This is an optimization exercise on Yosys and OpenROAD, whose aim is small area, not a production implementation.
The RTL was checked by simulation tests, not by an equivalence proof against the original design.
No activity file was given, so power comes from the tool's default toggle rates.

==> flow/design.v, too long to show whole: its modules and the start of the top module <==
// module quarterwave_table: 77 lines
// module quarterwave_generator: 43 lines
// module rca: 18 lines
// module csa3: 12 lines
// module sigma_delta_modulator: 25 lines
// module sched_rom: 38 lines
// module coef_rom: 52 lines
// module mac_unit: 775 lines
// module sd_dac_top: 91 lines
module sd_dac_top (
    input               clk,
    input               rst_n,
    input               tone_en,
    input        [31:0] phase_increment,
    input signed [15:0] sample_in,
    output              sample_strobe,
    output              output_pdm_p,
    output              output_pdm_n
);
  // ...
==> flow/flow/run.sh <==
#!/bin/bash
# The standard layout, with one change: synthesis maps the logic with an area-oriented ABC
# script (flow/abc_area.script, selected by ABC_AREA=1 in config.mk) instead of ORFS's.
set -euo pipefail
W=$(pwd)
rm -rf "$W/scripts"
cp -r "$FLOW_HOME/scripts" "$W/scripts"
cp "$W/flow/abc_area.script" "$W/scripts/abc_area.script"
bash "$W/standard.sh" SCRIPTS_DIR="$W/scripts" finish > "$W/standard_flow.log" 2>&1
==> flow/flow/abc_area.script <==
strash
dch -f
map -a
mfs2
strash
dch -f
map -a
topo
==> flow/standard.sh <==
#!/bin/bash
# synth_recipe.tcl (not shown) runs the flow's synth.tcl, then flattens the netlist and writes it again
# the make line also repeats each setting of config.mk as NAME=value (left out here)
make -C /OpenROAD-flow-scripts/flow DESIGN_CONFIG=/design/flow/config.mk WORK_HOME=/design/flow/orfs CLKGATE_MAP_FILE= SYNTH_SCRIPT=/design/flow/synth_recipe.tcl "${@:-finish}"
==> flow/config.mk <==
export PLATFORM = sky130hd
export DESIGN_NAME = sd_dac_top
export DESIGN_NICKNAME = sd_dac_top
export VERILOG_FILES = /design/flow/design.v
export SDC_FILE = /design/flow/constraint.sdc
export NUM_CORES = 8
export LEC_CHECK = 0
export ABC_AREA = 1
export CAP_MARGIN = 30
export CORE_MARGIN = 2
export CORE_UTILIZATION = 40
export CTS_BUF_LIST = sky130_fd_sc_hd__clkbuf_16
export CTS_CLUSTER_DIAMETER = 100
export CTS_CLUSTER_SIZE = 25
export GPL_TIMING_DRIVEN = 0
export SLEW_MARGIN = 30
==> flow/constraint.sdc <==
create_clock -name core_clock -period 15.0 [get_ports {clk}]
set_input_delay 3.0000 -clock core_clock [delete_from_list [all_inputs] [get_ports {clk}]]
set_output_delay 3.0000 -clock core_clock [all_outputs]
set_load 0.01 [all_outputs]
==> impl_metrics.tcl, run 1 <==
set metrics [dict create \
    cp_slowest_cell "fa_1" \
    r2r_start "N[0]$_DFF_PN0_" \
    synthArstFlopShare 0.0683 \
    multi_input_area_um2 21400 \
    clkbuf_count 80 \
    status "timing/DRC/antenna clean" \
    clock_sinks 1567 \
    die-height_um 379 \
    seqPwrFrac 0.622 \
    wl_met2_um 62100 \
    wl_um 137000 \
    hold_class "reg -> reg" \
    dp.cells 6698 \
    synth-main-ff-cell "dfxtp_1" \
    drtIter0Drc 2794 \
    cp-startpoint "phase_increment[0]" \
    sw_frac_of_total 0.215 \
    finalSetupViolCount 0 \
    core_um2 140000 \
    io_pins 54 \
    critPathKind "in -> reg" \
    critPathLaunchType "primary input" \
    place_area_um2 60400 \
    top_regs "r1 (1072), rm (147), rm2 (60)" \
    hold_slack_ns 0.301 \
    grt_max_degree 78 \
    cp_num_cells 36 \
    pwr_density_cell_nw_per_um2 109 \
    slew_headroom 0.342 \
    layout_commonest_cell "dfxtp_1" \
]
==> module sched_rom, before the edit <==
module sched_rom (
    input  wire [6:0]  N,
    output wire [7:0]  xs,      
    output wire        x8,      
    output wire [1:0]  ms,      
    output wire        mf,      
    output wire        mt,      
    output wire        m2s,     
    output wire        isH,     
    output wire        isS,     
    output wire        first,   
    output wire [5:0]  cidx     
);
    wire [127:0] onehot = 128'd1 << N;
    assign xs[0] = |(onehot & 128'h20020410c00001000200008308000000);
    assign xs[1] = |(onehot & 128'h0c180104000000000020002000000400);
    assign xs[2] = |(onehot & 128'h00000040208880610008080880000012);
    assign xs[3] = |(onehot & 128'h00008200006010880004000040000000);
    assign xs[4] = |(onehot & 128'h00000088000000000081060010000080);
    assign xs[5] = |(onehot & 128'h00c00020000002004500010000000000);
    assign xs[6] = |(onehot & 128'h10004000000004000040001000008000);
    assign xs[7] = |(onehot & 128'h80200000100040123002000005d22b68);
    assign x8 = |(onehot & 128'h00000002080000000000000000000000);
    assign ms[0] = |(onehot & 128'h42050540000000008000050000000000);
    assign ms[1] = |(onehot & 128'h000002a100102800000080b800081000);
    assign mf = |(onehot & 128'h000007e000000000000005b800000000);
    assign mt = |(onehot & 128'h42050001001028008000800000081000);
    assign m2s = |(onehot & 128'h01003800070700040810700420254005);
    assign isH = |(onehot & 128'hbc7a401af8e897fb73aa0a01d5d0a7fa);
    assign isS = |(onehot & 128'h4385bfe5071768048c55f5be282f5805);
    assign first = |(onehot & 128'h80800820001008000010100800080800);
    assign cidx[0] = |(onehot & 128'hac6c4553386a163833b307129410460b);
    assign cidx[1] = |(onehot & 128'h9da3d1bca2f5461dc9a693a408ddb02c);
    assign cidx[2] = |(onehot & 128'h32380ff08468188251ca45b8f0d221c2);
    assign cidx[3] = |(onehot & 128'he8e332a25b7c768694063aad5d241aae);
    assign cidx[4] = |(onehot & 128'h02cc1989164a5d5b80535b27a0427081);
    assign cidx[5] = |(onehot & 128'had12c256c80180003a80840801890070);
endmodule
==> module sd_dac_top, before the edit <==
module sd_dac_top (
    input               clk,
    input               rst_n,
    input               tone_en,
    input        [31:0] phase_increment,
    input signed [15:0] sample_in,
    output              sample_strobe,
    output              output_pdm_p,
    output              output_pdm_n
);
    reg [6:0] N;
    reg clr;    
    wire [6:0] N_next;
    wire c_unused0;
    rca #(7) count (.a(N), .b(7'd0), .ci(1'b1), .s(N_next), .co(c_unused0));
    always @(posedge clk or negedge rst_n) begin
        if (!rst_n) begin N <= 7'd0; clr <= 1'b1; end
        else begin N <= N_next; if (N == 7'd127) clr <= 1'b0; end
    end
    assign sample_strobe = (N == 7'd127);
    wire [15:0] sine;
    quarterwave_generator nco (.clk(clk), .arst(rst_n), .ce(N == 7'd63), .phase_increment(phase_increment), .sinewave(sine));
    wire [15:0] xin = tone_en ? sine : sample_in;
    wire [7:0] xs;
    wire [1:0] ms;
    wire x8, mf, mt, m2s, isH, isS, first;
    wire [18:0] coef;
    wire isH_a, isS_a, first_a;
    wire [5:0] cidx_a;
    sched_rom ctl (.N(N), .xs(xs), .x8(x8), .ms(ms), .mf(mf), .mt(mt), .m2s(m2s),
                   .isH(isH_a), .isS(isS_a), .first(first_a), .cidx(cidx_a));
    reg isH_r, isS_r, first_r;
    reg [5:0] cidx_r;
    always @(posedge clk) begin isH_r <= isH_a; isS_r <= isS_a; first_r <= first_a; cidx_r <= cidx_a; end
    assign isH = isH_r; assign isS = isS_r; assign first = first_r;
    coef_rom crom (.cidx(cidx_r), .coef(coef));
    wire [20:0] rndH;     
    wire [19:0] rndM2;    
    wire [15:0] rndV;     
    reg [67*16-1:0] r1;
    always @(posedge clk) r1 <= {r1[66*16-1:0], (N == 7'd127) ? xin : (clr ? 16'd0 : r1[67*16-1:66*16])};
    reg [7*21-1:0] rm;
    always @(posedge clk) rm <= {rm[6*21-1:0], clr ? 21'd0 : (N == 7'd127) ? rndH : rm[7*21-1:6*21]};
    reg [3*20-1:0] rm2;
    always @(posedge clk) rm2 <= {rm2[2*20-1:0], clr ? 20'd0 : (N == 7'd44 || N == 7'd108) ? rndM2 : rm2[3*20-1:2*20]};
    wire [15:0] xr = ({16{xs[0]}} & r1[0*16 +: 16]) | ({16{xs[1]}} & r1[4*16 +: 16]) | ({16{xs[2]}} & r1[8*16 +: 16]) | ({16{xs[3]}} & r1[17*16 +: 16]) | ({16{xs[4]}} & r1[21*16 +: 16]) | ({16{xs[5]}} & r1[25*16 +: 16]) | ({16{xs[6]}} & r1[27*16 +: 16]) | ({16{xs[7]}} & r1[51*16 +: 16]);
    wire [15:0] xr8 = {16{x8}} & r1[27*16 +: 16];
    wire [20:0] mr = ({21{ms[0]}} & rm[1*21 +: 21]) | ({21{ms[1]}} & rm[6*21 +: 21]);
    wire [19:0] m2r = rm2[0*20 +: 20];
    wire [21:0] opx = {{6{xr[15]}}, xr} | {{3{xr8[15]}}, xr8, 3'b000};
    wire [21:0] opy = ({22{mf}} & {mr[20], mr}) | ({22{mt}} & {{2{mr[19]}}, mr[19:0]}) | ({22{m2s}} & {{2{m2r[19]}}, m2r});
    wire [21:0] dsum;
    wire c_unused1;
    rca #(22) preadd (.a(opx), .b(opy), .ci(1'b0), .s(dsum), .co(c_unused1));
    reg [21:0] dat;
    always @(posedge clk) dat <= dsum;
    wire [40:0] accH;
    wire [37:0] accS;
    wire [1:0] cpH, cpS;
    mac_unit mac (.clk(clk), .isH(isH), .isS(isS), .first(first), .coef(coef), .dat(dat),
                  .accH(accH), .cpH(cpH), .accS(accS), .cpS(cpS));
    wire rcH = accH[19] & ((accH[20] ^ cpH[0]) | (|accH[18:0]));
    wire c_unused2, c_unused3, c_unused4;
    rca #(21) roundH (.a(accH[40:20]), .b({10'd0, cpH[1], 9'd0, cpH[0]}), .ci(rcH), .s(rndH), .co(c_unused2));
    wire rcS2 = accS[17] & (accS[18] | (|accS[16:0]));
    rca #(20) roundM2 (.a(accS[37:18]), .b({7'd0, cpS[1], 9'd0, cpS[0], 2'b00}), .ci(rcS2), .s(rndM2), .co(c_unused3));
    wire rcS1 = accS[14] & (accS[15] | (|accS[13:0]));
    wire [16:0] rv;
    rca #(17) roundV (.a(accS[31:15]), .b({1'b0, cpS[1], 9'd0, cpS[0], 5'd0}), .ci(rcS1), .s(rv), .co(c_unused4));
    assign rndV = rv[16:1];
    reg [15:0] va, vb;
    always @(posedge clk) begin
        if (N[3:0] == 4'd4) begin va <= clr ? 16'd0 : rndV; vb <= va; end
    end
    reg [15:0] cic;
    wire g_new = (N[3:0] == 4'd4);      
    wire g_abs = (N[3:0] == 4'd8);      
    wire [15:0] va2 = {va[14:0], 1'b0};
    wire [15:0] vb2 = {vb[14:0], 1'b0};
    wire [15:0] opa = g_abs ? va2 : cic;
    wire [15:0] opb = g_new ? rndV : g_abs ? {vb[13:0], 2'b00} : va2;
    wire [15:0] opc = g_new ? ~vb : g_abs ? vb2 : ~vb2;
    wire [15:0] cic_next;
    csa3 #(16) cic_add (.a(opa), .b(opb), .c(opc), .ci(~g_abs), .s(cic_next));
    always @(posedge clk or negedge rst_n) begin
        if (!rst_n) cic <= 16'd0;
        else if (N[1:0] == 2'd0 && !clr) cic <= cic_next;
    end
    sigma_delta_modulator sdm (.clk(clk), .rst_n(rst_n), .in(cic), .out(output_pdm_p));
    assign output_pdm_n = ~output_pdm_p;
endmodule
==> inputs of run 2 (changes only) <==
--- a/flow/design.v
+++ b/flow/design.v
@@ -176,18 +176,17 @@
 module sched_rom (
     input  wire [6:0]  N,
     output wire [7:0]  xs,      
     output wire        x8,      
     output wire [1:0]  ms,      
     output wire        mf,      
     output wire        mt,      
     output wire        m2s,     
-    output wire        isH,     
-    output wire        isS,     
+    output wire        swap,    
     output wire        first,   
     output wire [5:0]  cidx     
 );
     wire [127:0] onehot = 128'd1 << N;
     assign xs[0] = |(onehot & 128'h20020410c00001000200008308000000);
     assign xs[1] = |(onehot & 128'h0c180104000000000020002000000400);
     assign xs[2] = |(onehot & 128'h00000040208880610008080880000012);
     assign xs[3] = |(onehot & 128'h00008200006010880004000040000000);
@@ -196,18 +195,17 @@
     assign xs[6] = |(onehot & 128'h10004000000004000040001000008000);
     assign xs[7] = |(onehot & 128'h80200000100040123002000005d22b68);
     assign x8 = |(onehot & 128'h00000002080000000000000000000000);
     assign ms[0] = |(onehot & 128'h42050540000000008000050000000000);
     assign ms[1] = |(onehot & 128'h000002a100102800000080b800081000);
     assign mf = |(onehot & 128'h000007e000000000000005b800000000);
     assign mt = |(onehot & 128'h42050001001028008000800000081000);
     assign m2s = |(onehot & 128'h01003800070700040810700420254005);
-    assign isH = |(onehot & 128'hbc7a401af8e897fb73aa0a01d5d0a7fa);
-    assign isS = |(onehot & 128'h4385bfe5071768048c55f5be282f5805);
+    assign swap = |(onehot & 128'hc48ec02f0939b80d94fe1e027871e80f);
     assign first = |(onehot & 128'h80800820001008000010100800080800);
     assign cidx[0] = |(onehot & 128'hac6c4553386a163833b307129410460b);
     assign cidx[1] = |(onehot & 128'h9da3d1bca2f5461dc9a693a408ddb02c);
     assign cidx[2] = |(onehot & 128'h32380ff08468188251ca45b8f0d221c2);
     assign cidx[3] = |(onehot & 128'he8e332a25b7c768694063aad5d241aae);
     assign cidx[4] = |(onehot & 128'h02cc1989164a5d5b80535b27a0427081);
     assign cidx[5] = |(onehot & 128'had12c256c80180003a80840801890070);
 endmodule
@@ -260,28 +258,27 @@
             6'd44: coef = 19'sd162229;
             6'd45: coef = -19'sd220505;
             default: coef = 19'd0;
         endcase
     end
 endmodule
 module mac_unit (
     input  wire        clk,
-    input  wire        isH,
-    input  wire        isS,
+    input  wire        swap,
     input  wire        first,
     input  wire [18:0] coef,
     input  wire [21:0] dat,
-    output reg  [40:0] accH,
-    output reg  [1:0]  cpH,
-    output reg  [37:0] accS,
-    output reg  [1:0]  cpS
+    output reg  [40:0] acc,
+    output reg  [1:0]  cp
 );
-    wire [40:0] acc_in = first ? 41'd0 : isH ? accH : {3'd0, accS};
-    wire [1:0]  cp_in  = first ? 2'd0 : isH ? cpH : cpS;
+    reg  [40:0] sh;
+    reg  [1:0]  shcp;
+    wire [40:0] acc_in = first ? 41'd0 : swap ? sh : acc;
+    wire [1:0]  cp_in  = first ? 2'd0 : swap ? shcp : cp;
     wire [20:0] cb = {coef[18], coef, 1'b0};    
     wire [23:0] d  = {{2{dat[21]}}, dat};
     wire [9:0] neg, one, two;
     genvar i;
     generate
         for (i = 0; i < 10; i = i + 1) begin : digit
             assign neg[i] = cb[2*i+2] & ~(cb[2*i+1] & cb[2*i]);
             assign one[i] = cb[2*i+1] ^ cb[2*i];
@@ -1029,18 +1026,19 @@
     wire [19:0] lo;
     wire [9:0]  mid;
     wire [10:0] hi;
     wire        c20, c30, c_unused;
     rca #(20) add_lo  (.a(ra[19:0]),  .b(rb[19:0]),  .ci(1'b0),     .s(lo),  .co(c20));
     rca #(10) add_mid (.a(ra[29:20]), .b(rb[29:20]), .ci(cp_in[0]), .s(mid), .co(c30));
     rca #(11) add_hi  (.a(ra[40:30]), .b(rb[40:30]), .ci(cp_in[1]), .s(hi),  .co(c_unused));
     always @(posedge clk) begin
-        if (isH) begin accH <= {hi, mid, lo}; cpH <= {c30, c20}; end
-        if (isS) begin accS <= {hi[7:0], mid, lo}; cpS <= {c30, c20}; end
+        acc <= {hi, mid, lo};
+        cp  <= {c30, c20};
+        if (swap) begin sh <= acc; shcp <= cp; end
     end
 endmodule
 module sd_dac_top (
     input               clk,
     input               rst_n,
     input               tone_en,
     input        [31:0] phase_increment,
     input signed [15:0] sample_in,
@@ -1058,26 +1056,26 @@
         else begin N <= N_next; if (N == 7'd127) clr <= 1'b0; end
     end
     assign sample_strobe = (N == 7'd127);
     wire [15:0] sine;
     quarterwave_generator nco (.clk(clk), .arst(rst_n), .ce(N == 7'd63), .phase_increment(phase_increment), .sinewave(sine));
     wire [15:0] xin = tone_en ? sine : sample_in;
     wire [7:0] xs;
     wire [1:0] ms;
-    wire x8, mf, mt, m2s, isH, isS, first;
+    wire x8, mf, mt, m2s, swap, first;
     wire [18:0] coef;
-    wire isH_a, isS_a, first_a;
+    wire swap_a, first_a;
     wire [5:0] cidx_a;
     sched_rom ctl (.N(N), .xs(xs), .x8(x8), .ms(ms), .mf(mf), .mt(mt), .m2s(m2s),
-                   .isH(isH_a), .isS(isS_a), .first(first_a), .cidx(cidx_a));
-    reg isH_r, isS_r, first_r;
+                   .swap(swap_a), .first(first_a), .cidx(cidx_a));
+    reg swap_r, first_r;
     reg [5:0] cidx_r;
-    always @(posedge clk) begin isH_r <= isH_a; isS_r <= isS_a; first_r <= first_a; cidx_r <= cidx_a; end
-    assign isH = isH_r; assign isS = isS_r; assign first = first_r;
+    always @(posedge clk) begin swap_r <= swap_a; first_r <= first_a; cidx_r <= cidx_a; end
+    assign swap = swap_r; assign first = first_r;
     coef_rom crom (.cidx(cidx_r), .coef(coef));
     wire [20:0] rndH;     
     wire [19:0] rndM2;    
     wire [15:0] rndV;     
     reg [67*16-1:0] r1;
     always @(posedge clk) r1 <= {r1[66*16-1:0], (N == 7'd127) ? xin : (clr ? 16'd0 : r1[67*16-1:66*16])};
     reg [7*21-1:0] rm;
     always @(posedge clk) rm <= {rm[6*21-1:0], clr ? 21'd0 : (N == 7'd127) ? rndH : rm[7*21-1:6*21]};
@@ -1089,21 +1087,21 @@
     wire [19:0] m2r = rm2[0*20 +: 20];
     wire [21:0] opx = {{6{xr[15]}}, xr} | {{3{xr8[15]}}, xr8, 3'b000};
     wire [21:0] opy = ({22{mf}} & {mr[20], mr}) | ({22{mt}} & {{2{mr[19]}}, mr[19:0]}) | ({22{m2s}} & {{2{m2r[19]}}, m2r});
     wire [21:0] dsum;
     wire c_unused1;
     rca #(22) preadd (.a(opx), .b(opy), .ci(1'b0), .s(dsum), .co(c_unused1));
     reg [21:0] dat;
     always @(posedge clk) dat <= dsum;
-    wire [40:0] accH;
-    wire [37:0] accS;
-    wire [1:0] cpH, cpS;
-    mac_unit mac (.clk(clk), .isH(isH), .isS(isS), .first(first), .coef(coef), .dat(dat),
-                  .accH(accH), .cpH(cpH), .accS(accS), .cpS(cpS));
+    wire [40:0] acc;
+    wire [1:0] cp;
+    mac_unit mac (.clk(clk), .swap(swap), .first(first), .coef(coef), .dat(dat), .acc(acc), .cp(cp));
+    wire [40:0] accH = acc, accS = acc;
+    wire [1:0] cpH = cp, cpS = cp;
     wire rcH = accH[19] & ((accH[20] ^ cpH[0]) | (|accH[18:0]));
     wire c_unused2, c_unused3, c_unused4;
     rca #(21) roundH (.a(accH[40:20]), .b({10'd0, cpH[1], 9'd0, cpH[0]}), .ci(rcH), .s(rndH), .co(c_unused2));
     wire rcS2 = accS[17] & (accS[18] | (|accS[16:0]));
     rca #(20) roundM2 (.a(accS[37:18]), .b({7'd0, cpS[1], 9'd0, cpS[0], 2'b00}), .ci(rcS2), .s(rndM2), .co(c_unused3));
     wire rcS1 = accS[14] & (accS[15] | (|accS[13:0]));
     wire [16:0] rv;
     rca #(17) roundV (.a(accS[31:15]), .b({1'b0, cpS[1], 9'd0, cpS[0], 5'd0}), .ci(rcS1), .s(rv), .co(c_unused4));
==> run 2 against run 1 <==
Final area decreased by 1.6%. Synthesized cell count is 2.2% lower. Maximum frequency grew 0.14%. Synthesized area is 1.3% lower. Cell count shrank 3.0%. Clock-buffer cell count grew 1. Sequential power barely moved. Setup slack improved by 0.020 ns. Clock power hardly changed. Largest cell class unchanged. First-iteration DRC count is 8.6% lower. Non-clock buffer count shrank 13. Die area decreased by 1.3%.
==> impl_metrics.tcl, run 2 <==
set metrics [dict create \
    crit_fanout 3 \
    io_pins 54 \
    synth-seq-area-share 0.590 \
    regMostFlops "r1" \
    synth_cell_types 46 \
    routabilityCongestion 0.944 \
    place_ws_ns -0.799 \
    post-cts-setup-buffers 0 \
    grt.total_usage 0.186 \
    clock.fmax_mhz 68.6 \
    die-height_um 377 \
    tritoncts "built" \
    largest_reg_flops 1072 \
    critPathLaunchType "primary input" \
    hold_slack_ns 0.298 \
    cpMostUsedCell "fa_2" \
    cts.htree.levels 3 \
    fin_crit_ns 14.58 \
    multi_input_area_um2 21100 \
    fp.dieW_um 377 \
    ys_warn_count 6 \
    worst_pin_slew_ns 0.973 \
    fillers 12592 \
    critPathKind "in -> reg" \
    drive_above_1_share 0.0457 \
    syn_area_per_cell_um2 12.0 \
    synth_common_cells "dfxtp_1, clkinv_1, nand2_1, fa_1, nor2_1" \
    worstSkewPairLatency_ns 0.72 \
    crit_path_max_incr_delay_ns 0.44 \
    grt_pass1_vias 33905 \
    mostFrequentLayoutCells "dfxtp_1, clkinv_1, nand2_1" \
    hold_class "reg -> reg" \
    portBuffers 53 \
    drv_slew 0 \
    p_leak_nw 24.4 \
    clock_sinks 1569 \
    die_area_um2 142000 \
    wire_per_inst_um 19.7 \
    pwr_density_cell_nw_per_um2 111 \
    syn-num-nets 5240 \
    syn_inst 4615 \
    slew_headroom 0.349 \
    top_regs "r1 (1072), rm (147), rm2 (60)" \
    finalSetupViolCount 0 \
    grt_max_degree 71 \
    syn2layout_area_growth_pct 11.1 \
    ant_nets 0 \
    drv_cap 0 \
    layout_setup_ws_ns 0.419 \
    arrival_ns 15.19 \
    rsz0062_at_grt "no" \
    cp_slowest_cell "clkdlybuf4s50_1" \
    finalCritPeriodShare 0.972 \
    hold_violations 0 \
    vias_per_cell 5.00 \
    drtIter0Drc 2555 \
    synth-main-ff-cell "dfxtp_1" \
    synth_edf_count 82 \
    cts_resized 1 \
    root_buffer "clkbuf_16" \
    synth_area_leaders "dfxtp_1, fa_1, dfrtp_1, edfxtp_1, ha_1" \
    cp-end-kind "flip-flop" \
    cp.required_ns 15.61 \
    synth.top_cell.area_share 0.497 \
    cts_max_path_buffers 3 \
    syn_area_um2 55600 \
    dp_hpwl_um 93100 \
    grt_antenna_before_repair 2 \
    drc 0 \
    nets 5411 \
    synthArstFlopShare 0.0682 \
    skew_ns 0.0514 \
    cts_buffers 79 \
    yosys_register_bits 1569 \
    grt_overflow 0 \
    row_count 136 \
    cts_hold_buf 0 \
    regArea_um2 32800 \
    grt_pass1_wl_um 203000 \
    peakVddDrop_mv 0.128 \
    wl_um 130000 \
    core_um2 138000 \
    cts.clk_slew.worst_paths_ns 0.10 \
    vias 33022 \
    layout_commonest_cell "dfxtp_1" \
    firstDrtPassIters 6 \
    status "timing/DRC/antenna clean" \
    initial_utilization 0.404 \
    post-synth-top-count-cell "dfxtp_1" \
    yosysTopAreaCell "dfxtp_1" \
]
## run 2: kinds of logic after synthesis
family                   Yosys count  share of synthesized area
buffers and inverters            526                     0.0355
other                              1                  0.0000675
XOR/XNOR                         253                     0.0399
adder cells (fa/ha/maj)          574                      0.182
multiplexers                       1                   0.000180
AND/OR/NAND/NOR                  862                     0.0632
flip-flops                      1569                      0.590
AO/OA/AOI/OAI                    829                     0.0893
## run 2: critical path, delay by kind of cell
family,cells,cell delay [ns]
buf+inv,2,0.52
xor+xnor,2,0.31
simple gates,1,0.10
compound gates,1,0.10
fa+ha+maj,30,11.15
## run 2: path summary, 6_finish.rpt
| kind | startpoint | endpoint | slack (ns) | depth (start not counted) |
|---|---|---|---|---|
| setup / recovery | phase_increment[0] | nco.phase_accumulator[31]$_DFFE_PN0P_ | 0.42 | 36 |
| hold / removal | rm[121]$_DFF_P_ | rm[142]$_DFF_P_ | 0.30 | 0 |
| setup reg to reg | N[0]$_DFF_PN0_ | dat[20]$_DFF_P_ | 1.47 | 33 |
| hold reg to reg | rm[121]$_DFF_P_ | rm[142]$_DFF_P_ | 0.30 | 0 |
| max in group asynchronous | rst_n | cic[9]$_DFFE_PN0P_ | 12.18 | 2 |
| min in group asynchronous | rst_n | nco.phase_accumulator[8]$_DFFE_PN0P_ | 2.15 | 1 |
## run 2: area by class of cell
type / count / area share
Sequential cell: 1569 / 0.531
Antenna cell: 1 / 0.0000405
Clock buffer: 81 / 0.0328
Timing Repair Buffer: 90 / 0.0201
Inverter: 526 / 0.0321
Multi-Input combinational cell: 2520 / 0.342
Clock inverter: 25 / 0.00559
Tap cell: 1794 / 0.0363
## run 2: per-layer routing
metal	part of all wire	vias to the layer above	GRT usage
met5	0	-	0
met4	0.035	0	0.0618
met3	0.053	223	0.0291
met2	0.45	913	0.294
met1	0.46	16335	0.259
li1	-	15551	-
## run 2: per-stage QoR
| stage | cells | utilization | setup TNS (ns) | area [um^2] | total power [W] |
|---|---|---|---|---|---|
| 2_1_floorplan | 4615 | - | 0 | 55600 | 0.00455 |
| 3_3_place_gp | 6462 | 0.424 | -2.68 | 58400 | 0.00461 |
| 3_5_place_dp | 6498 | 0.431 | -1.61 | 59300 | 0.00464 |
| 4_1_cts | 6604 | 0.448 | 0 | 61700 | 0.00697 |
| 5_1_grt | 6605 | 0.449 | 0 | 61800 | 0.00716 |
| 6_report | 6606 | 0.449 | 0 | 61800 | 0.00688 |
## run 2: power breakdown
part,switching (W),internal (W)
clock,0.00133,0.00101
sequential,0.0000158,0.00423
combinational,0.000149,0.000145
total,0.00149,0.00539
==> inputs of run 3 (changes only) <==
==> flow/run.sh (new file) <==
#!/bin/bash
# synth_recipe.tcl (not shown) runs the flow's synth.tcl, then flattens the netlist and writes it again
# the make line also repeats each setting of config.mk as NAME=value (left out here)
make -C /OpenROAD-flow-scripts/flow DESIGN_CONFIG=/design/flow/config.mk WORK_HOME=/design/flow/orfs CLKGATE_MAP_FILE= SYNTH_SCRIPT=/design/flow/synth_recipe.tcl finish
--- a/flow/config.mk
+++ b/flow/config.mk
@@ -6,11 +6,10 @@
 export NUM_CORES = 8
 export LEC_CHECK = 0
-export ABC_AREA = 1
 export CAP_MARGIN = 30
 export CORE_MARGIN = 2
 export CORE_UTILIZATION = 40
 export CTS_BUF_LIST = sky130_fd_sc_hd__clkbuf_16
-export CTS_CLUSTER_DIAMETER = 100
-export CTS_CLUSTER_SIZE = 25
+export CTS_CLUSTER_DIAMETER = 60
+export CTS_CLUSTER_SIZE = 30
 export GPL_TIMING_DRIVEN = 0
 export SLEW_MARGIN = 30
removed: flow/flow/run.sh
removed: flow/flow/abc_area.script
removed: flow/standard.sh
==> run 3 against run 2 <==
Still clean on timing, DRC and antenna. Clock-buffer cell count is 10 higher. Combinational power shrank 6%. Cell count up 2.8%. Sequential power about the same. Sequential cell count did not move. Critical path depth unchanged. Via count up 6.2%. Routed wire length rose by 21%. Die area up 4.9%. Core utilization decreased by 0.37 points. Maximum frequency up 0.27%. Critical endpoint unchanged. Largest cell class unchanged.
==> impl_metrics.tcl, run 3 <==
set metrics [dict create \
    status "timing/DRC/antenna clean" \
    cts.clk_slew.worst_paths_ns 0.10 \
    peakVddDrop_mv 0.115 \
    synth_edf_count 82 \
    regMostFlops "r1" \
    synthArstFlopShare 0.0682 \
    crit_fanout 2 \
    die-height_um 386 \
    hold_violations 0 \
    sw_frac_of_total 0.227 \
    seqPwrFrac 0.586 \
    grt_pass1_vias 35586 \
    portBuffers 52 \
    vias 35053 \
    skew_ns 0.0662 \
    slew_headroom 0.264 \
    finalSetupViolCount 0 \
    pwr_density_cell_nw_per_um2 112 \
    grt_util_met3 0.0335 \
    p_sw_w 0.00165 \
    synth_cell_types 98 \
    cp.required_ns 15.63 \
    pwr-share-comb 0.038 \
    synth.top_cell.area_share 0.474 \
    finalCritPeriodShare 0.969 \
    critPathLaunchType "primary input" \
    row_count 140 \
    arrival_ns 15.17 \
    routabilityCongestion 0.967 \
    post-synth-top-count-cell "dfxtp_1" \
    nets 5442 \
    crit_path_max_incr_delay_ns 0.42 \
    worstSkewPairLatency_ns 0.74 \
    layout_setup_ws_ns 0.459 \
    p_leak_nw 25.2 \
    drive_above_1_share 0.0693 \
    tritoncts "built" \
    mostFrequentLayoutCells "dfxtp_1, fa_1, inv_1" \
    busiest_layer "met2" \
    synth-main-ff-cell "dfxtp_1" \
    drc 0 \
    wl_um 157000 \
    vias_per_cell 5.16 \
    dp.cells 6640 \
    drv_slew 0 \
    critPathKind "in -> reg" \
    syn_inst 4668 \
    grt_overflow 0 \
    yosysTopAreaCell "dfxtp_1" \
    rsz0062_at_grt "no" \
    core_um2 145000 \
    top_regs "r1 (1072), rm (147), rm2 (60)" \
    clock.fmax_mhz 68.8 \
    wire_per_inst_um 23.1 \
    regArea_um2 32800 \
    fin_crit_ns 14.54 \
    root_buffer "clkbuf_16" \
    cp-end-kind "flip-flop" \
    firstDrtPassIters 6 \
    cp_slowest_cell "fa_1" \
    place_ws_ns -0.971 \
    syn_area_per_cell_um2 12.5 \
    grt_max_degree 69 \
    use_met1 0.297 \
    hold_class "reg -> reg" \
    multi_input_area_um2 23200 \
    syn_area_um2 58300 \
    initial_utilization 0.402 \
    ys_warn_count 6 \
    drv_cap 0 \
    final_cells 6793 \
    largest_reg_flops 1072 \
    die_area_um2 149000 \
    cts_buffers 90 \
    synth-seq-area-share 0.562 \
    worst_pin_slew_ns 1.10 \
    synth_common_cells "dfxtp_1, fa_1, inv_1, nand2_1, a22oi_1" \
    cpMostUsedCell "fa_2" \
    met2_usage 0.328 \
    dp_hpwl_um 116000 \
    grt.total_usage 0.211 \
    fp.dieW_um 386 \
    p_int_w 0.00559 \
    syn-num-nets 5293 \
    hold_slack_ns 0.299 \
    clock_sinks 1569 \
    grt_antenna_before_repair 7 \
    grt_pass1_wl_um 233000 \
    syn2layout_area_growth_pct 10.8 \
    cts_max_path_buffers 3 \
    fillers 13314 \
    yosys_register_bits 1569 \
    layout_commonest_cell "dfxtp_1" \
    synth_area_leaders "dfxtp_1, fa_1, dfrtp_1, edfxtp_1, ha_1" \
    drtIter0Drc 2944 \
    pwr-share-clk 0.376 \
    cts.htree.levels 3 \
    ant_nets 0 \
    io_pins 54 \
]
-- run 3: timing repair --
action                                  CTS  global route
hold buffers                              0             0
gates resized for setup                   3             7
buffers inserted                          0             0
endpoints found under the setup margin    2             2
pin swaps                                 1             1
-- run 3: kinds of logic after synthesis --
logic type | synth area share
DFF | 0.562
muxes | 0.0290
AOI/OAI and AO/OA | 0.0879
and+or+nand+nor | 0.0615
adders and majority gates | 0.173
xor gates and xnor gates | 0.0438
other | 0.0000643
buffers and inverters | 0.0425
-- run 3: stage by stage --
stage	setup TNS, ns	power [W]	utilization	instance area [um^2]
floorplan	0	0.00454	-	58400
global placement	-1.99	0.00461	0.422	61300
detailed placement	-2.31	0.00463	0.423	61400
CTS	0	0.00734	0.445	64500
global route	0	0.00753	0.445	64600
finish	0	0.00724	0.445	64600
-- run 3: path summary, 6_finish.rpt --
kind,slack [ns],startpoint,endpoint,cells past startpoint
setup / recovery,0.46,phase_increment[0],nco.phase_accumulator[31]$_DFFE_PN0P_,36
hold / removal,0.30,r1[620]$_DFF_P_,r1[636]$_DFF_P_,0
setup reg to reg,1.79,N[2]$_DFF_PN0_,dat[20]$_DFF_P_,33
hold reg to reg,0.30,r1[620]$_DFF_P_,r1[636]$_DFF_P_,0
max in group asynchronous,12.12,rst_n,nco.phase_accumulator[1]$_DFFE_PN0P_,2
min in group asynchronous,2.18,rst_n,sdm.s1[20]$_DFF_PN0_,1
-- run 3: layout make-up --
cell class                      count  area share
Multi-Input combinational cell   2489       0.359
Clock buffer                       91      0.0352
Clock inverter                     58      0.0130
Buffer                            294      0.0201
Timing Repair Buffer               57     0.00968
Antenna cell                        2   0.0000775
Inverter                          316      0.0184
Sequential cell                  1569       0.507
Tap cell                         1917      0.0371
-- run 3: power groups by stage --
stage | registers [W] | logic, W | clock network [W]
floorplan | 0.00433 | 0.000204 | 0
global placement | 0.00434 | 0.000270 | 0
detailed placement | 0.00434 | 0.000290 | 0
CTS | 0.00424 | 0.000289 | 0.00281
global route | 0.00425 | 0.000324 | 0.00296
finish | 0.00424 | 0.000277 | 0.00272
-- run 3: metal layers --
| layer | wire, um | part of all wire |
|---|---|---|
| met1 | 70800 | 0.45 |
| met2 | 70500 | 0.45 |
| met3 | 9640 | 0.061 |
| met4 | 6260 | 0.040 |
| met5 | 23 | 0.00015 |
-- run 3: critical path, delay by kind of cell --
kind	cells	cell delay, ns
xor+xnor	2	0.30
mux	1	0.13
fa+ha+maj	30	11.13
simple gates	1	0.08
buf+inv	2	0.50
==> inputs of run 4 (changes only) <==
==> flow/flow/run.sh (new file) <==
#!/bin/bash
# The standard layout, with a different synthesis of the same RTL:
#  - the standard synthesis is run first, for the names and cell types of its registers;
#  - then the whole flow runs with flow/synth.tcl as the synthesis script (Yosys's quick ABC pass
#    skipped, registers renamed to the standard names) and with flow/abc_area.script, an
#    area-oriented ABC script, in a copy of ORFS's scripts (ABC_AREA=1 in config.mk selects it).
set -euo pipefail
W=$(pwd)
RES="$W/orfs/results/$FLOW_PLATFORM/sd_dac_top/base"

bash "$W/standard.sh" synth > "$W/standard_synth.log" 2>&1
python3 "$W/flow/regs.py" "$RES/1_2_yosys.v" > "$W/standard_regs.txt"
cp "$RES/1_2_yosys.v" "$W/standard_synth.v"
rm -rf "$W/orfs"

rm -rf "$W/scripts"
cp -r "$FLOW_HOME/scripts" "$W/scripts"
cp "$W/flow/abc_area.script" "$W/scripts/abc_area.script"
REF_REGS="$W/standard_regs.txt" bash "$W/standard.sh" SCRIPTS_DIR="$W/scripts" \
  SYNTH_SCRIPT="$W/flow/synth.tcl" finish > "$W/flow.log" 2>&1
==> flow/flow/abc_area.script (new file) <==
strash
dch -f
map -a
mfs2
strash
dch -f
map -a
topo
==> flow/flow/regs.py (new file) <==
# Lists the flip-flops of a mapped netlist: "base type name" per line (name without the leading
# backslash; base is the name without Yosys's cell-type suffix).
import re, sys
net = open(sys.argv[1]).read()
for typ, name in re.findall(r'^\s*(sky130_fd_sc_hd__\w*df\w*)\s+(\S+)\s*\(', net, re.M):
    if name.startswith('\\'):
        name = name[1:]
    base = re.sub(r'\$_[A-Z0-9_]+_$', '', name)
    print('{%s} %s {%s}' % (base, typ, name))
==> flow/flow/synth.tcl (new file) <==
# synth_recipe.tcl with two changes: Yosys's synth skips its quick ABC pass (-noabc), so that the
# adders are extracted from the logic as written, and the registers are then given the names the
# standard synthesis gives them (the enable polarity Yosys puts in a register's name can differ).
proc synth {args} { yosys synth -nofsm -noshare -noabc {*}$args }
source $::env(SCRIPTS_DIR)/synth.tcl
# left out here: clear keep_hierarchy, flatten, clean up, hide names made inside functions

# reference registers: lines "base type name" from the standard synthesis
set ref [dict create]
set f [open $::env(REF_REGS) r]
while {[gets $f line] >= 0} {
  if {[llength $line] != 3} { continue }
  lassign $line base type name
  dict set ref $base [list $type $name]
}
close $f
set top $::env(DESIGN_NAME)
set types [lsort -unique [lmap v [dict values $ref] {lindex $v 0}]]
set seen 0
set renames {}
foreach type $types {
  set l [yosys tee -q -s result.string select -list t:$type]
  foreach c [split [string trim $l] "\n"] {
    if {$c eq ""} { continue }
    set name [string range $c [expr {[string length $top] + 1}] end]
    regsub {\$_[A-Z0-9_]+_$} $name {} base
    if {![dict exists $ref $base]} { error "register $name has no counterpart in the standard synthesis" }
    lassign [dict get $ref $base] rtype rname
    if {$rtype ne $type} { error "register $name is a $type, the standard synthesis has a $rtype" }
    incr seen
    if {$name ne $rname} { lappend renames $name $rname }
  }
}
# every flip-flop cell must be one of the reference registers
set all [yosys tee -q -s result.string select -list t:sky130_fd_sc_hd__*df*]
set nall [llength [lsearch -all -inline -not [split [string trim $all] "\n"] ""]]
if {$seen != [dict size $ref] || $nall != $seen} { error "register count differs: $seen of [dict size $ref], $nall flip-flops" }
yosys cd $top
foreach {old new} $renames { yosys rename $old $new }
yosys cd
puts "registers renamed: [expr {[llength $renames] / 2}] of $seen"
# left out here: write 1_2_yosys.v
==> flow/standard.sh (new file) <==
#!/bin/bash
# synth_recipe.tcl (not shown) runs the flow's synth.tcl, then flattens the netlist and writes it again
# the make line also repeats each setting of config.mk as NAME=value (left out here)
make -C /OpenROAD-flow-scripts/flow DESIGN_CONFIG=/design/flow/config.mk WORK_HOME=/design/flow/orfs CLKGATE_MAP_FILE= SYNTH_SCRIPT=/design/flow/synth_recipe.tcl "${@:-finish}"
--- a/flow/config.mk
+++ b/flow/config.mk
@@ -6,9 +6,10 @@
 export NUM_CORES = 8
 export LEC_CHECK = 0
+export ABC_AREA = 1
 export CAP_MARGIN = 30
 export CORE_MARGIN = 2
 export CORE_UTILIZATION = 40
 export CTS_BUF_LIST = sky130_fd_sc_hd__clkbuf_16
-export CTS_CLUSTER_DIAMETER = 60
+export CTS_CLUSTER_DIAMETER = 100
 export CTS_CLUSTER_SIZE = 30
 export GPL_TIMING_DRIVEN = 0
removed: flow/run.sh
==> run 4 against run 3 <==
Still clean on timing, DRC and antenna. Non-clock buffer count is 255 lower. Sequential cell count stayed put. Global-route usage is 2.7 points lower. Die area is 6.6% lower. First-iteration DRC count is 9.3% lower. Via count is 9.2% lower. Critical path type unchanged. Largest cell class unchanged.
==> impl_metrics.tcl, run 4 <==
set metrics [dict create \
    tritoncts "built" \
    status "timing/DRC/antenna clean" \
    pwr_density_cell_nw_per_um2 111 \
    worst_pin_slew_ns 0.970 \
    top_regs "r1 (1072), rm (147), rm2 (60)" \
    hold_class "reg -> reg" \
    post-cts-setup-buffers 0 \
    cts.htree.levels 3 \
    syn-num-nets 5023 \
    fin_crit_ns 14.64 \
    routabilityCongestion 0.928 \
    syn_inst 4420 \
    yosys_register_bits 1569 \
    cts_buffers 68 \
    cts_max_path_buffers 3 \
    layout_setup_ws_ns 0.355 \
    syn_area_per_cell_um2 12.3 \
    synth.top_cell.area_share 0.507 \
    firstDrtPassIters 5 \
    cp.required_ns 15.61 \
    syn2layout_area_growth_pct 10.9 \
    vias_per_cell 4.98 \
    slew_headroom 0.352 \
    cpMostUsedCell "fa_2" \
    critPathKind "in -> reg" \
    wire_per_inst_um 19.7 \
    core_um2 135000 \
    fillers 12398 \
    grt_pass1_wl_um 199000 \
    place_ws_ns -0.731 \
    multi_input_area_um2 20900 \
    clock.fmax_mhz 68.3 \
    wl_um 126000 \
    die_area_um2 139000 \
    synthArstFlopShare 0.0682 \
    p_leak_nw 24.2 \
    synth-seq-area-share 0.602 \
    final_area_um2 60400 \
    finalSetupViolCount 0 \
    initial_utilization 0.402 \
    io_pins 54 \
    ys_warn_count 6 \
    layout_commonest_cell "dfxtp_1" \
    drive_above_1_share 0.0453 \
    cp-end-kind "flip-flop" \
    yosysTopAreaCell "dfxtp_1" \
    place_area_um2 58200 \
    cts_hold_buf 0 \
    ant_nets 0 \
    die-height_um 373 \
    synth_area_leaders "dfxtp_1, fa_1, dfrtp_1, edfxtp_1, ha_1" \
    synth_cell_types 47 \
    grt_overflow 0 \
    synth_common_cells "dfxtp_1, nand2_1, nor2_1, fa_1, clkinv_1" \
    drtIter0Drc 2669 \
    finalCritPeriodShare 0.976 \
    dp_hpwl_um 91100 \
    synth-main-ff-cell "dfxtp_1" \
    hold_violations 0 \
    nets 5188 \
    largest_reg_flops 1072 \
    syn_area_um2 54500 \
    grt_pass1_vias 32890 \
    mostFrequentLayoutCells "dfxtp_1, nand2_1, nor2_1" \
    drv_cap 0 \
    portBuffers 53 \
    clock_sinks 1569 \
    crit_path_max_incr_delay_ns 0.41 \
    drv_slew 0 \
    regArea_um2 32800 \
    grt.total_usage 0.184 \
    regMostFlops "r1" \
    grt_max_degree 74 \
    critPathLaunchType "primary input" \
    arrival_ns 15.25 \
    post-synth-top-count-cell "dfxtp_1" \
    cp_slowest_cell "fa_2" \
    synth_edf_count 82 \
    fp.dieW_um 373 \
    hold_slack_ns 0.298 \
    root_buffer "clkbuf_16" \
    vias 31825 \
    skew_ns 0.0434 \
    row_count 135 \
    rsz0062_at_grt "no" \
    worstSkewPairLatency_ns 0.72 \
    grt_antenna_before_repair 2 \
    crit_fanout 4 \
    peakVddDrop_mv 0.111 \
    drc 0 \
    cts.clk_slew.worst_paths_ns 0.11 \
]
[run 4: cell types whose count changed in the layout (fill, tap and decap cells not counted), moves of 48 or more]
cell	previous run	this run
a22oi_1	189	54
xnor2_1	135	24
buf_1	51	1
clkbuf_1	182	0
o22ai_1	25	210
mux2i_1	106	2
clkinv_1	7	297
nand2_1	251	491
inv_1	316	5
nor2_1	140	383
xor2_1	156	219
a222oi_1	48	0
mux2_2	53	0
[run 4: where the power goes]
group / internal [W] / switching (W)
clock network: 0.000893 / 0.00130
registers: 0.00423 / 0.0000161
logic: 0.000137 / 0.000132
[run 4: area by class of cell]
class	count	share of cell area
clock inverters	24	0.00574
flip-flops and latches	1569	0.543
well taps	1781	0.0369
repair buffers	95	0.0211
multi-input cells	2550	0.346
inverters	300	0.0187
diodes	3	0.000124
clock buffers	70	0.0290
plain buffers	1	0.0000622
[run 4: what timing repair did]
action | in CTS | in global routing
resized for setup | 0 | 6
endpoints found under the setup margin | 0 | 2
endpoints found under the hold margin | 0 | 0
[run 4: layer usage]
layer	wire (um)	GRT usage
met5	14	0
met1	59100	0.263
met4	3260	0.0505
met2	57900	0.293
met3	5370	0.0248
[run 4: through the flow]
stage               utilization  power [W]  TNS [ns]  instances
floorplan                     -    0.00454         0       4420
global placement          0.423    0.00460     -4.29       6254
detailed placement        0.430    0.00462     -1.26       6295
CTS                       0.446    0.00680         0       6389
global route              0.446    0.00700         0       6390
finish                    0.446    0.00671         0       6393
[run 4: worst max-delay path, delay by kind of cell]
kind	cells	cell delay (ns)
AO/OA/AOI/OAI	1	0.06
XOR/XNOR	2	0.31
adder cells (fa/ha/maj)	30	11.24
buffers and inverters	1	0.40
AND/OR/NAND/NOR	2	0.19
[run 4: path summary, 6_finish.rpt]
| kind | depth (start not counted) | from | end | slack [ns] |
|---|---|---|---|---|
| min in group asynchronous | 1 | rst_n | nco.phase_accumulator[4]$_DFFE_PN0P_ | 2.14 |
| max in group asynchronous | 2 | rst_n | clr$_DFFE_PN1P_ | 12.17 |
| worst min register to register | 0 | rm[15]$_SDFF_PP0_ | rm[36]$_DFF_P_ | 0.30 |
| worst max register to register | 33 | N[3]$_DFF_PN0_ | dat[20]$_DFF_P_ | 2.30 |
| worst min-delay path | 0 | rm[15]$_SDFF_PP0_ | rm[36]$_DFF_P_ | 0.30 |
| worst max-delay path | 36 | phase_increment[0] | nco.phase_accumulator[31]$_DFFE_PN0P_ | 0.36 |
[run 4: cells by family (layout without fill, tap and decap cells)]
| family | Yosys count | in the layout | share of synthesized area |
|---|---|---|---|
| DFF | 1569 | 1569 | 0.602 |
| and+or+nand+nor | 1052 | 1052 | 0.0782 |
| AOI/OAI and AO/OA | 699 | 699 | 0.0781 |
| adders and majority gates | 552 | 552 | 0.182 |
| buffers and inverters | 301 | 490 | 0.0207 |
| xor gates and xnor gates | 244 | 244 | 0.0392 |
| muxes | 2 | 2 | 0.000368 |
| other | 1 | 4 | 0.0000689 |
==> inputs of run 5 (changes only) <==
--- a/flow/config.mk
+++ b/flow/config.mk
@@ -10,7 +10,7 @@
 export CORE_MARGIN = 2
 export CORE_UTILIZATION = 40
-export CTS_BUF_LIST = sky130_fd_sc_hd__clkbuf_16
+export CTS_BUF_LIST = sky130_fd_sc_hd__clkbuf_8
 export CTS_CLUSTER_DIAMETER = 100
-export CTS_CLUSTER_SIZE = 30
+export CTS_CLUSTER_SIZE = 16
 export GPL_TIMING_DRIVEN = 0
 export SLEW_MARGIN = 30
==> run 5 against run 4 <==
Cell count increased by 0.80%. Critical path depth unchanged. Highest routed layer unchanged. Global-route usage increased by 0.056 points. Clock skew increased by 0.019 ns.
==> impl_metrics.tcl, run 5 <==
set metrics [dict create \
    status "timing/DRC/antenna clean" \
    layout_setup_ws_ns 0.396 \
    grt_pass1_wl_um 200000 \
    die-height_um 373 \
    syn_area_per_cell_um2 12.3 \
    worst_pin_slew_ns 1.01 \
    skew_ns 0.0623 \
    cts_hold_buf 0 \
    post-synth-top-count-cell "dfxtp_1" \
    cp_slowest_cell "fa_2" \
    dp.cells 6295 \
    wire_per_inst_um 19.6 \
    wl_um 126000 \
    slew_headroom 0.326 \
    drv_cap 0 \
    hold_slack_ns 0.295 \
    die_area_um2 139000 \
    arrival_ns 15.34 \
    rsz0062_at_grt "no" \
    mostFrequentLayoutCells "dfxtp_1, nand2_1, nor2_1" \
    synth_edf_count 82 \
    syn2layout_area_growth_pct 10.2 \
    worstSkewPairLatency_ns 0.86 \
    dp_hpwl_um 91100 \
    portBuffers 53 \
    place_ws_ns -0.731 \
    nets 5230 \
    row_count 135 \
    synth_common_cells "dfxtp_1, nand2_1, nor2_1, fa_1, clkinv_1" \
    syn_inst 4420 \
    yosysTopAreaCell "dfxtp_1" \
    critPathTopFamily "adder cells" \
    yosys_register_bits 1569 \
    initial_utilization 0.402 \
    hold_violations 0 \
    cp.required_ns 15.74 \
    grt_max_degree 74 \
    ys_warn_count 6 \
    cts_max_path_buffers 3 \
    top_regs "r1 (1072), rm (147), rm2 (60)" \
    firstDrtPassIters 5 \
    drtIter0Drc 2530 \
    layout_commonest_cell "dfxtp_1" \
    routabilityCongestion 0.928 \
    cp-end-kind "flip-flop" \
    largest_reg_flops 1072 \
    p_total_w 0.00646 \
    finalCritPeriodShare 0.974 \
    ant_nets 0 \
    drc 0 \
    io_pins 54 \
    cts_buffers 111 \
    pwr_density_cell_nw_per_um2 108 \
    crit_fanout 4 \
    grt_overflow 0 \
    fp.dieW_um 373 \
    drive_above_1_share 0.0524 \
    p_leak_nw 24.2 \
    grt_pass1_vias 33366 \
    cts.clk_slew.worst_paths_ns 0.11 \
    clock_sinks 1569 \
    vias_per_cell 4.99 \
    synth-main-ff-cell "dfxtp_1" \
    regMostFlops "r1" \
    drv_slew 0 \
    fin_crit_ns 14.60 \
    multi_input_area_um2 20900 \
    synth-seq-area-share 0.602 \
    fillers 12483 \
    post-cts-setup-buffers 0 \
    tritoncts "built" \
    synth_cell_types 47 \
    peakVddDrop_mv 0.0996 \
    final_cells 6444 \
    clock.fmax_mhz 68.5 \
    grt_antenna_before_repair 3 \
    tns_ns 0 \
    cts_resized 0 \
    grt.total_usage 0.185 \
    synth_area_leaders "dfxtp_1, fa_1, dfrtp_1, edfxtp_1, ha_1" \
    syn-num-nets 5023 \
    critPathLaunchType "primary input" \
    syn_area_um2 54500 \
    finalSetupViolCount 0 \
    crit_path_max_incr_delay_ns 0.41 \
    root_buffer "clkbuf_8" \
    vias 32144 \
    critPathKind "in -> reg" \
    cts.htree.levels 3 \
    crit_buf_inv 1 \
    regArea_um2 32800 \
    synth.top_cell.area_share 0.507 \
    cpMostUsedCell "fa_2" \
    hold_class "reg -> reg" \
    synthArstFlopShare 0.0682 \
    core_um2 135000 \
]
run 5: cell counts after synthesis:
No cell type changed its count.
run 5: report_power, final:
group          switching, W  leakage, nW  internal (W)
registers         0.0000160         13.1       0.00423
logic              0.000132         10.1      0.000137
clock network       0.00125        0.979      0.000700
total               0.00140         24.2       0.00506
run 5: area by class of cell:
cell class                 count  share of cell area
sequential                  1569               0.546
buffer                         1           0.0000625
clock buffer                 113              0.0259
inverter                     300              0.0189
clock inverter                32             0.00363
antenna                        4            0.000167
multi-input combinational   2550               0.348
timing repair buffer          94              0.0207
tap                         1781              0.0371
run 5: logic make-up (layout without fill, tap and decap cells):
kind of cell / after synthesis / after routing / share of synthesized area
DFF: 1569 / 1569 / 0.602
other: 1 / 5 / 0.0000689
adders and majority gates: 552 / 552 / 0.182
buffers and inverters: 301 / 540 / 0.0207
muxes: 2 / 2 / 0.000368
AOI/OAI and AO/OA: 699 / 699 / 0.0781
and+or+nand+nor: 1052 / 1052 / 0.0782
xor gates and xnor gates: 244 / 244 / 0.0392
run 5: worst paths after layout:
kind	startpoint	endpoint	slack, ns	cells past startpoint
max	phase_increment[0]	nco.phase_accumulator[31]$_DFFE_PN0P_	0.40	36
min	rm[12]$_SDFF_PP0_	rm[33]$_DFF_P_	0.29	0
max reg2reg	N[3]$_DFF_PN0_	dat[20]$_DFF_P_	2.26	33
min reg2reg	rm[12]$_SDFF_PP0_	rm[33]$_DFF_P_	0.29	0
max in group asynchronous	rst_n	sdm.w1[1]$_DFF_PN0_	12.29	2
min in group asynchronous	rst_n	nco.phase_accumulator[5]$_DFFE_PN0P_	2.01	1
run 5: through the flow:
stage,utilization,cell area (um^2)
2_1_floorplan,-,54500
3_3_place_gp,0.423,57300
3_5_place_dp,0.430,58200
4_1_cts,0.444,60000
5_1_grt,0.444,60000
6_report,0.444,60000
run 5: worst register-to-register path: cells and delay by family (launching register included):
kind,cells,cell delay [ns]
adders and majority gates,21,8.50
and+or+nand+nor,6,1.70
buffers and inverters,4,1.05
AOI/OAI and AO/OA,2,0.95
DFF,1,0.52
run 5: routing by layer:
metal,vias up,track usage,routed length (um),share of wire
met1,15946,0.263,59400,0.47
met3,201,0.0243,5370,0.043
met5,-,0,14,0.00011
met4,2,0.0552,3250,0.026
li1,15162,-,-,-
met2,833,0.293,58200,0.46
==> inputs of run 6 (changes only) <==
--- a/flow/config.mk
+++ b/flow/config.mk
@@ -7,5 +7,5 @@
 export LEC_CHECK = 0
 export ABC_AREA = 1
-export CAP_MARGIN = 30
+export CAP_MARGIN = 10
 export CORE_MARGIN = 2
 export CORE_UTILIZATION = 40
@@ -14,3 +14,3 @@
 export CTS_CLUSTER_SIZE = 16
 export GPL_TIMING_DRIVEN = 0
-export SLEW_MARGIN = 30
+export SLEW_MARGIN = 10
==> run 6 against run 5 <==
Still clean on timing, DRC and antenna. Sequential share of layout area is 0.068 points higher. Total power is 0.44% higher. Synthesized area stayed put. Cell count hardly changed. Final area is 0.13% lower. Maximum frequency is 0.39% lower. Combinational power hardly changed. Hold slack worse by 0.0044 ns. Routed wire length is 0.45% higher. Via count hardly changed. Sequential cell count stayed put. Highest routed layer unchanged.
==> impl_metrics.tcl, run 6 <==
set metrics [dict create \
    status "timing/DRC/antenna clean" \
    fp.dieW_um 373 \
    crit_fanout 4 \
    grt_overflow 0 \
    cts.htree.levels 3 \
    synth.top_cell.area_share 0.507 \
    regMostFlops "r1" \
    cts_resized 0 \
    vias_per_cell 4.99 \
    grt_max_degree 74 \
    dp_hpwl_um 90800 \
    synth_common_cells "dfxtp_1, nand2_1, nor2_1, fa_1, clkinv_1" \
    pwr_density_cell_nw_per_um2 108 \
    nets 5228 \
    core_um2 135000 \
    place_area_um2 58100 \
    hold_slack_ns 0.290 \
    skew_ns 0.0723 \
    top_regs "r1 (1072), rm (147), rm2 (60)" \
    row_count 135 \
    layout_setup_ws_ns 0.339 \
    cp-end-kind "flip-flop" \
    tns_ns 0 \
    largest_reg_flops 1072 \
    yosysTopAreaCell "dfxtp_1" \
    vias 32135 \
    grt_antenna_before_repair 7 \
    layout_commonest_cell "dfxtp_1" \
    wl_um 127000 \
    fin_crit_ns 14.66 \
    final_core_util 0.443 \
    firstDrtPassIters 7 \
    cpMostUsedCell "fa_2" \
    io_pins 54 \
    post-cts-setup-buffers 0 \
    finalSetupViolCount 0 \
    tritoncts "built" \
    synthArstFlopShare 0.0682 \
    hold_violations 0 \
    root_buffer "clkbuf_8" \
    cp_slowest_cell "fa_1" \
    hold_class "reg -> reg" \
    portBuffers 53 \
    drc 0 \
    peakVddDrop_mv 0.126 \
    syn_inst 4420 \
    cts_buffers 111 \
    syn-num-nets 5023 \
    cts_hold_buf 0 \
    cts_max_path_buffers 3 \
    crit_path_max_incr_delay_ns 0.43 \
    clock.fmax_mhz 68.2 \
    slew_headroom 0.204 \
    routabilityCongestion 0.928 \
    worstSkewPairLatency_ns 0.86 \
    wire_per_inst_um 19.7 \
    synth-main-ff-cell "dfxtp_1" \
    cp.required_ns 15.75 \
    rsz0062_at_grt "no" \
    synth-seq-area-share 0.602 \
    drv_cap 0 \
    drv_slew 0 \
    synth_cell_types 47 \
    syn_area_um2 54500 \
    arrival_ns 15.41 \
    yosys_register_bits 1569 \
    p_leak_nw 24.2 \
    critPathKind "in -> reg" \
    die_area_um2 139000 \
    drtIter0Drc 2430 \
    final_area_um2 60000 \
    synth_area_leaders "dfxtp_1, fa_1, dfrtp_1, edfxtp_1, ha_1" \
    initial_utilization 0.402 \
    grt.total_usage 0.185 \
    grt_pass1_wl_um 199000 \
    synth_edf_count 82 \
    syn2layout_area_growth_pct 10.1 \
    clock_sinks 1569 \
    finalCritPeriodShare 0.977 \
    ant_nets 0 \
    die-height_um 373 \
    grt_pass1_vias 32973 \
    ys_warn_count 6 \
    worst_pin_slew_ns 1.18 \
    place_ws_ns -0.777 \
    mostFrequentLayoutCells "dfxtp_1, nand2_1, nor2_1" \
    syn_area_per_cell_um2 12.3 \
    drive_above_1_share 0.0511 \
    critPathLaunchType "primary input" \
    post-synth-top-count-cell "dfxtp_1" \
    cts.clk_slew.worst_paths_ns 0.11 \
]
==> run 6: cell counts after synthesis <==
No cell type changed its count.
==> run 6: layout make-up <==
cell class | instances | area, um^2
tap | 1781 | 2230
buffer | 1 | 3.75
multi-input combinational | 2550 | 20800
clock buffer | 113 | 1560
timing repair buffer | 92 | 1240
inverter | 300 | 1130
clock inverter | 35 | 239
fill | 12459 | 75300
antenna | 2 | 5.00
sequential | 1569 | 32800
==> run 6: where the power goes <==
part           internal, W  leakage, nW  total [W]  switching [W]
sequential         0.00423         13.1    0.00424      0.0000161
clock             0.000704        0.996    0.00198        0.00127
combinational     0.000138         10.1   0.000271       0.000133
==> run 6: layer usage <==
layer  vias up  part of all wire  GRT usage
met2       856              0.46      0.291
met1     15910              0.47      0.263
met5         -           0.00010          0
met4         2             0.029     0.0598
met3       212             0.044     0.0248
li1      15155                 -          -
==> run 6: cells by family after synthesis <==
| family | after synthesis | share of synthesized area |
|---|---|---|
| DFF | 1569 | 0.602 |
| other | 1 | 0.0000689 |
| xor gates and xnor gates | 244 | 0.0392 |
| and+or+nand+nor | 1052 | 0.0782 |
| adders and majority gates | 552 | 0.182 |
| AOI/OAI and AO/OA | 699 | 0.0781 |
| buffers and inverters | 301 | 0.0207 |
| muxes | 2 | 0.000368 |
==> run 6: critical path: cells and delay by family <==
kind | cells | cell delay, ns
adder cells (fa/ha/maj) | 30 | 11.34
buffers and inverters | 1 | 0.40
XOR/XNOR | 2 | 0.37
AND/OR/NAND/NOR | 2 | 0.21
AO/OA/AOI/OAI | 1 | 0.07
==> run 6: final timing paths <==
path                                          from                                    end  slack, ns  depth (start not counted)
worst max register to register      N[4]$_DFF_PN0_                        dat[20]$_DFF_P_       1.87                         37
max in group asynchronous                    rst_n                        clr$_DFFE_PN1P_      12.24                          2
min in group asynchronous                    rst_n   nco.phase_accumulator[5]$_DFFE_PN0P_       2.01                          1
worst min-delay path               r1[307]$_DFF_P_                        r1[323]$_DFF_P_       0.29                          0
worst max-delay path            phase_increment[0]  nco.phase_accumulator[31]$_DFFE_PN0P_       0.34                         36
worst min register to register     r1[307]$_DFF_P_                        r1[323]$_DFF_P_       0.29                          0
==> run 6: through the flow <==
stage | total power [W] | cells
2_1_floorplan | 0.00454 | 4420
3_3_place_gp | 0.00460 | 6254
3_5_place_dp | 0.00462 | 6292
4_1_cts | 0.00659 | 6440
5_1_grt | 0.00679 | 6442
6_report | 0.00649 | 6443
==> inputs of run 7 (changes only) <==
--- a/flow/config.mk
+++ b/flow/config.mk
@@ -10,7 +10,7 @@
 export CORE_MARGIN = 2
 export CORE_UTILIZATION = 40
-export CTS_BUF_LIST = sky130_fd_sc_hd__clkbuf_8
+export CTS_BUF_LIST = sky130_fd_sc_hd__clkbuf_16
 export CTS_CLUSTER_DIAMETER = 100
-export CTS_CLUSTER_SIZE = 16
+export CTS_CLUSTER_SIZE = 25
 export GPL_TIMING_DRIVEN = 0
 export SLEW_MARGIN = 10
==> run 7 against run 6 <==
Clock-buffer cell count down 33. Clock skew decreased by 0.046 ns. Die area did not move. Sequential cell count is the same. Final area up 0.82%. Non-clock buffer count is the same. Core utilization increased by 0.36 points. Clock power is 16% higher. Critical endpoint unchanged. Largest cell class unchanged. Largest power group unchanged.
==> impl_metrics.tcl, run 7 <==
set metrics [dict create \
    ant_nets 0 \
    clock.fmax_mhz 68.3 \
    layout_commonest_cell "dfxtp_1" \
    syn_area_um2 54500 \
    cp_slowest_cell "fa_1" \
    worst_pin_slew_ns 1.24 \
    initial_utilization 0.402 \
    status "timing/DRC/antenna clean" \
    largest_reg_flops 1072 \
    pwr-share-clk 0.338 \
    slew_headroom 0.166 \
    crit_fanout 4 \
    grt_pass1_wl_um 198000 \
    cts_max_path_buffers 3 \
    die_area_um2 139000 \
    mostFrequentLayoutCells "dfxtp_1, nand2_1, nor2_1" \
    arrival_ns 15.23 \
    syn2layout_area_growth_pct 11.0 \
    drc 0 \
    fillers 12392 \
    worstSkewPairLatency_ns 0.69 \
    post-synth-top-count-cell "dfxtp_1" \
    rsz0062_at_grt "no" \
    cts.clk_slew.worst_paths_ns 0.10 \
    finalSetupViolCount 0 \
    hold_violations 0 \
    crit_path_max_incr_delay_ns 0.43 \
    wire_per_inst_um 19.7 \
    grt.total_usage 0.184 \
    syn_area_per_cell_um2 12.3 \
    pwr_density_cell_nw_per_um2 113 \
    fin_crit_ns 14.65 \
    multi_input_area_um2 20800 \
    root_buffer "clkbuf_16" \
    cts_buffers 77 \
    p_int_w 0.00536 \
    tritoncts "built" \
    syn-num-nets 5023 \
    regMostFlops "r1" \
    nets 5194 \
    grt_max_degree 74 \
    synthArstFlopShare 0.0682 \
    hold_class "reg -> reg" \
    wl_um 126000 \
    pwr-share-comb 0.040 \
    vias_per_cell 4.98 \
    n_antenna_cell 0 \
    fp.dieW_um 373 \
    post-cts-setup-buffers 0 \
    drv_cap 0 \
    drtIter0Drc 2631 \
    p_leak_nw 24.3 \
    cp.required_ns 15.58 \
    grt_overflow 0 \
    io_pins 54 \
    synth_edf_count 82 \
    finalCritPeriodShare 0.977 \
    die-height_um 373 \
    regArea_um2 32800 \
    portBuffers 53 \
    core_um2 135000 \
    syn_inst 4420 \
    tns_ns 0 \
    dp_hpwl_um 90800 \
    synth_common_cells "dfxtp_1, nand2_1, nor2_1, fa_1, clkinv_1" \
    synth.top_cell.area_share 0.507 \
    grt_pass1_vias 32800 \
    p_sw_w 0.00146 \
    row_count 135 \
    drv_slew 0 \
    ys_warn_count 6 \
    critPathKind "in -> reg" \
    seqPwrFrac 0.622 \
    cts.htree.levels 3 \
    critPathLaunchType "primary input" \
    cp-end-kind "flip-flop" \
    synth-main-ff-cell "dfxtp_1" \
    top_regs "r1 (1072), rm (147), rm2 (60)" \
    synth-seq-area-share 0.602 \
    routabilityCongestion 0.928 \
    cpMostUsedCell "fa_2" \
    yosysTopAreaCell "dfxtp_1" \
    skew_ns 0.0267 \
    drive_above_1_share 0.0453 \
    clock_sinks 1569 \
    yosys_register_bits 1569 \
    hold_slack_ns 0.312 \
    peakVddDrop_mv 0.110 \
    vias 31870 \
    sw_frac_of_total 0.214 \
    grt_antenna_before_repair 4 \
    firstDrtPassIters 5 \
    synth_cell_types 47 \
    synth_area_leaders "dfxtp_1, fa_1, dfrtp_1, edfxtp_1, ha_1" \
]
[run 7: cell types whose count changed in the layout (fill, tap and decap cells not counted), sizes merged]
cell      change
clkbuf       -33
clkinv        +3
clkinvlp      -2
diode         -2
inv          -12
[run 7: worst paths after layout]
check / startpoint / endpoint / slack [ns] / depth (start not counted)
setup / recovery: phase_increment[0] / nco.phase_accumulator[31]$_DFFE_PN0P_ / 0.35 / 36
hold / removal: r1[807]$_DFF_P_ / r1[823]$_DFF_P_ / 0.31 / 0
setup reg to reg: N[4]$_DFF_PN0_ / dat[20]$_DFF_P_ / 2.01 / 37
hold reg to reg: r1[807]$_DFF_P_ / r1[823]$_DFF_P_ / 0.31 / 0
max in group asynchronous: rst_n / clr$_DFFE_PN1P_ / 12.11 / 2
min in group asynchronous: rst_n / nco.phase_accumulator[4]$_DFFE_PN0P_ / 2.19 / 1
[run 7: routing by layer]
metal  vias to the layer above  wire (um)  track usage
met5                         -          0            0
met4                         0       3710       0.0538
met3                       200       5900       0.0260
met2                       773      57500        0.290
met1                     15802      58900        0.262
li1                      15095          -            -
[run 7: cell families (layout without fill, tap and decap cells)]
logic type | Yosys count | count (layout) | share of synthesized area
multiplexers | 2 | 2 | 0.000368
AND/OR/NAND/NOR | 1052 | 1052 | 0.0782
adder cells (fa/ha/maj) | 552 | 552 | 0.182
flip-flops | 1569 | 1569 | 0.602
XOR/XNOR | 244 | 244 | 0.0392
buffers and inverters | 301 | 497 | 0.0207
AO/OA/AOI/OAI | 699 | 699 | 0.0781
other | 1 | 1 | 0.0000689
[run 7: stage by stage]
| stage | utilization | cell area (um^2) | setup slack, ns | std cells | power (W) |
|---|---|---|---|---|---|
| finish | 0.447 | 60500 | 0.349 | 6397 | 0.00682 |
| CTS | 0.446 | 60400 | 0.0172 | 6396 | 0.00691 |
| detailed placement | 0.430 | 58100 | -0.777 | 6292 | 0.00462 |
| global route | 0.447 | 60500 | 0.0191 | 6397 | 0.00711 |
| global placement | 0.423 | 57300 | -0.871 | 6254 | 0.00460 |
| floorplan | - | 54500 | 0.0315 | 4420 | 0.00454 |
[run 7: power by group through the flow]
stage | Combinational (W) | Clock (W) | Sequential [W]
floorplan | 0.000201 | 0 | 0.00434
global placement | 0.000256 | 0 | 0.00434
detailed placement | 0.000280 | 0 | 0.00434
CTS | 0.000285 | 0.00238 | 0.00424
global route | 0.000334 | 0.00253 | 0.00425
finish | 0.000270 | 0.00230 | 0.00424
[run 7: cell type report]
cell class | count | share of cell area
timing repair buffer | 92 | 0.0206
sequential | 1569 | 0.542
multi-input combinational | 2550 | 0.344
tap | 1781 | 0.0369
buffer | 1 | 0.0000621
clock inverter | 24 | 0.00468
clock buffer | 80 | 0.0331
inverter | 300 | 0.0187
[run 7: what timing repair did]
item / CTS / global route
pin swaps: 1 / 6
endpoints found under the setup margin: 1 / 2
hold buffers: 0 / 0
resized for setup: 1 / 4
[run 7: worst max-delay path: cells and delay by family]
family | cells | cell delay, ns
fa+ha+maj | 30 | 11.16
buf+inv | 1 | 0.40
xor+xnor | 2 | 0.37
simple gates | 2 | 0.21
compound gates | 1 | 0.06

## what the ideal ports hide
How much do the figures lean on ideal ports? The routed layouts below were timed once more, with nothing changed but the port constraints. Step 1 assumes that a clkbuf_16 drives the clock port and a buf_2 every other input. Step 2 also shifts input and output timing later by t, the mid clock arrival at the registers, as if the neighbouring blocks saw the same clock. Three values: no drivers, after step 1, after step 2; two values: the first two.
run | t (ns) | setup WS [ns] | hold WS [ns]
run 1 | 0.762 | 0.398 / 0.438 / -0.324 | 0.301 / 0.301 / 0.301
run 2 | 0.763 | 0.419 / 0.460 / -0.303 | 0.298 / 0.298 / 0.298
run 3 | 0.780 | 0.459 / 0.507 / -0.274 | 0.299 / 0.299 / 0.299
run 4 | 0.764 | 0.355 / 0.389 / -0.375 | 0.298 / 0.298 / 0.298
run 5 | 0.893 | 0.396 / 0.423 / -0.471 | 0.295 / 0.295 / 0.295
run 6 | 0.897 | 0.339 / 0.370 / -0.526 | 0.290 / 0.290 / 0.290
run 7 | 0.746 | 0.349 / 0.382 / -0.364 | 0.312 / 0.312 / 0.312
With both steps, setup timing fails in every run listed, where it was met with ideal ports. For run 5, which loses most, drivers alone change the setup slack by +0.027 ns; drivers and shift together by -0.867 ns.
